Source: an optimization exercise on an open RTL-to-GDS flow (aim: small area and a short achievable clock period). Production flows keep margins and buffers that such runs may drop. Only simulation tests tie the RTL to the original design; equivalence was not proved. Power and IR drop assume default switching activity.

==> flow/design.v (excerpt) <==
module processor(
    input clk, reset,
    input [31:0] Instr,
    output [7:0] PC,
    output [31:0] Result
    );
    wire [6:0] opcode = Instr[6:0];
    wire [4:0] rd     = Instr[11:7];
    wire [2:0] funct3 = Instr[14:12];
    wire [4:0] rs1    = Instr[19:15];
    wire [4:0] rs2    = Instr[24:20];
    wire is_op, is_imm, is_load, is_store, reg_write;
    wire [31:0] A, B, R2, Y, WB, MemData, Imm;
    Controller controller(.Opcode(opcode), .IsOp(is_op), .IsImm(is_imm),
                          .IsLoad(is_load), .IsStore(is_store), .RegWrite(reg_write));
    wire s_type = Instr[5] & ~Instr[4];
    assign Imm = {{21{Instr[31]}}, Instr[30:25], s_type ? Instr[11:7] : Instr[24:20]};
    wire use_reg = Instr[5] & Instr[4];
    RegFile rf(.clk(clk), .reset(reset), .we(reg_write), .wa(rd), .wd(WB),
               .ra1(rs1), .ra2(rs2), .use_reg(use_reg), .imm(Imm),
               .rd1(A), .rdb(B), .rd2(R2));
    ALU_32 alu(.A(A), .B(B), .Funct3(funct3), .B30(Instr[30]), .Instr5(Instr[5]),
               .Instr4(Instr[4]), .MemData(MemData), .Y(Y), .WB(WB));
    DataMem dm(.clk(clk), .we(is_store), .addr(Y[8:2]), .wd(R2), .rd(MemData));
    FlipFlop pc_reg(.clk(clk), .reset(reset), .q(PC));
    assign Result = Y;
endmodule
clock: 12.0 ns
lec_check: 0
cap_margin: 20
core_margin: 2
core_utilization: 60
cts_cluster_diameter: 100
cts_cluster_size: 20
place_density: 0.68
setup_slack_margin: 3.4
slew_margin: 25
synth_hierarchical: 1
tns_end_percent: 5
run.sh (not shown) runs the stock make flow with config.mk's settings and CLKGATE_MAP_FILE= SYNTH_SCRIPT=/design/flow/synth_recipe.tcl, a recipe that flattens the netlist after the stock synthesis.
Next try:
--- a/flow/config.mk
+++ b/flow/config.mk
@@ -6,12 +6,12 @@
 export NUM_CORES = 4
 export LEC_CHECK = 0
-export CAP_MARGIN = 20
+export CAP_MARGIN = 30
 export CORE_MARGIN = 2
-export CORE_UTILIZATION = 60
+export CORE_UTILIZATION = 45
 export CTS_CLUSTER_DIAMETER = 100
 export CTS_CLUSTER_SIZE = 20
-export PLACE_DENSITY = 0.68
+export PLACE_DENSITY = 0.55
 export SETUP_SLACK_MARGIN = 3.4
-export SLEW_MARGIN = 25
+export SLEW_MARGIN = 45
 export SYNTH_HIERARCHICAL = 1
 export TNS_END_PERCENT = 5
The new run finished with timing, DRC and antenna clean.
Clock skew rose by 0.011 ns.
Count of clock-buffer cells in the layout fell by 9.
Global-route usage fell by 9.4 points.
Next try:
--- a/flow/config.mk
+++ b/flow/config.mk
@@ -6,12 +6,12 @@
 export NUM_CORES = 4
 export LEC_CHECK = 0
-export CAP_MARGIN = 30
+export CAP_MARGIN = 20
 export CORE_MARGIN = 2
-export CORE_UTILIZATION = 45
+export CORE_UTILIZATION = 65
 export CTS_CLUSTER_DIAMETER = 100
 export CTS_CLUSTER_SIZE = 20
-export PLACE_DENSITY = 0.55
+export PLACE_DENSITY = 0.72
 export SETUP_SLACK_MARGIN = 3.4
-export SLEW_MARGIN = 45
+export SLEW_MARGIN = 25
 export SYNTH_HIERARCHICAL = 1
 export TNS_END_PERCENT = 5
Outcome: The new run produced a layout that fails on antenna violations. Global-route usage grows by 12 points. Setup slack got worse by 0.32 ns. Utilization grows by 22 points. Clock-buffer cell count shrinks by 1. Via count grows slightly. Design area shrinks slightly. Critical path depth grows by 2.
Next try:
--- a/flow/config.mk
+++ b/flow/config.mk
@@ -8,9 +8,9 @@
 export CAP_MARGIN = 20
 export CORE_MARGIN = 2
-export CORE_UTILIZATION = 65
-export CTS_CLUSTER_DIAMETER = 100
-export CTS_CLUSTER_SIZE = 20
-export PLACE_DENSITY = 0.72
-export SETUP_SLACK_MARGIN = 3.4
+export CORE_UTILIZATION = 60
+export CTS_CLUSTER_DIAMETER = 120
+export CTS_CLUSTER_SIZE = 24
+export PLACE_DENSITY = 0.68
+export SETUP_SLACK_MARGIN = 3.1
 export SLEW_MARGIN = 25
 export SYNTH_HIERARCHICAL = 1
Outcome: The changed run passed the timing, design-rule and antenna checks. Wire length came out higher by 2.3%. Global-route usage came out lower by 2.5 points. Combinational power goes down by about 3%. Clock skew came out higher by 0.041 ns. Sequential share of layout area increases by 1.1 points. Clock power drops by about 10%.

==> re-timing with driven ports <==
How much do the figures lean on ideal ports? The routed layouts below were timed once more, with nothing changed but the port constraints. Step 1 (the two cells are an assumption about what drives the block):
set clk [get_ports {clk}]
set_driving_cell -lib_cell sky130_fd_sc_hd__clkbuf_16 $clk
set_driving_cell -lib_cell sky130_fd_sc_hd__buf_2 [delete_from_list [all_inputs] $clk]
Step 2, shift: input delay + t, output delay - t, t = (earliest + latest rising clock arrival at the registers) / 2. This alone moves slack from input paths to output paths. Three values: ideal, step 1, step 2; two values: the first two.
run	shift t [ns]	setup slack, ns	worst hold slack (ns)
the first run	1.079	3.033 / 2.991 / 1.946	0.516 / 0.516 / 0.516
the second run	1.090	3.073 / 3.027 / 2.188	0.482 / 0.482 / 0.482
the third run	1.058	2.753 / 2.712 / 1.832	0.493 / 0.493 / 0.493
the fourth run	1.118	2.949 / 2.820 / 1.855	0.519 / 0.519 / 0.519
The setup slack of the fourth run, which loses most, moves by -0.129 ns with the drivers and by -1.094 ns with both steps.
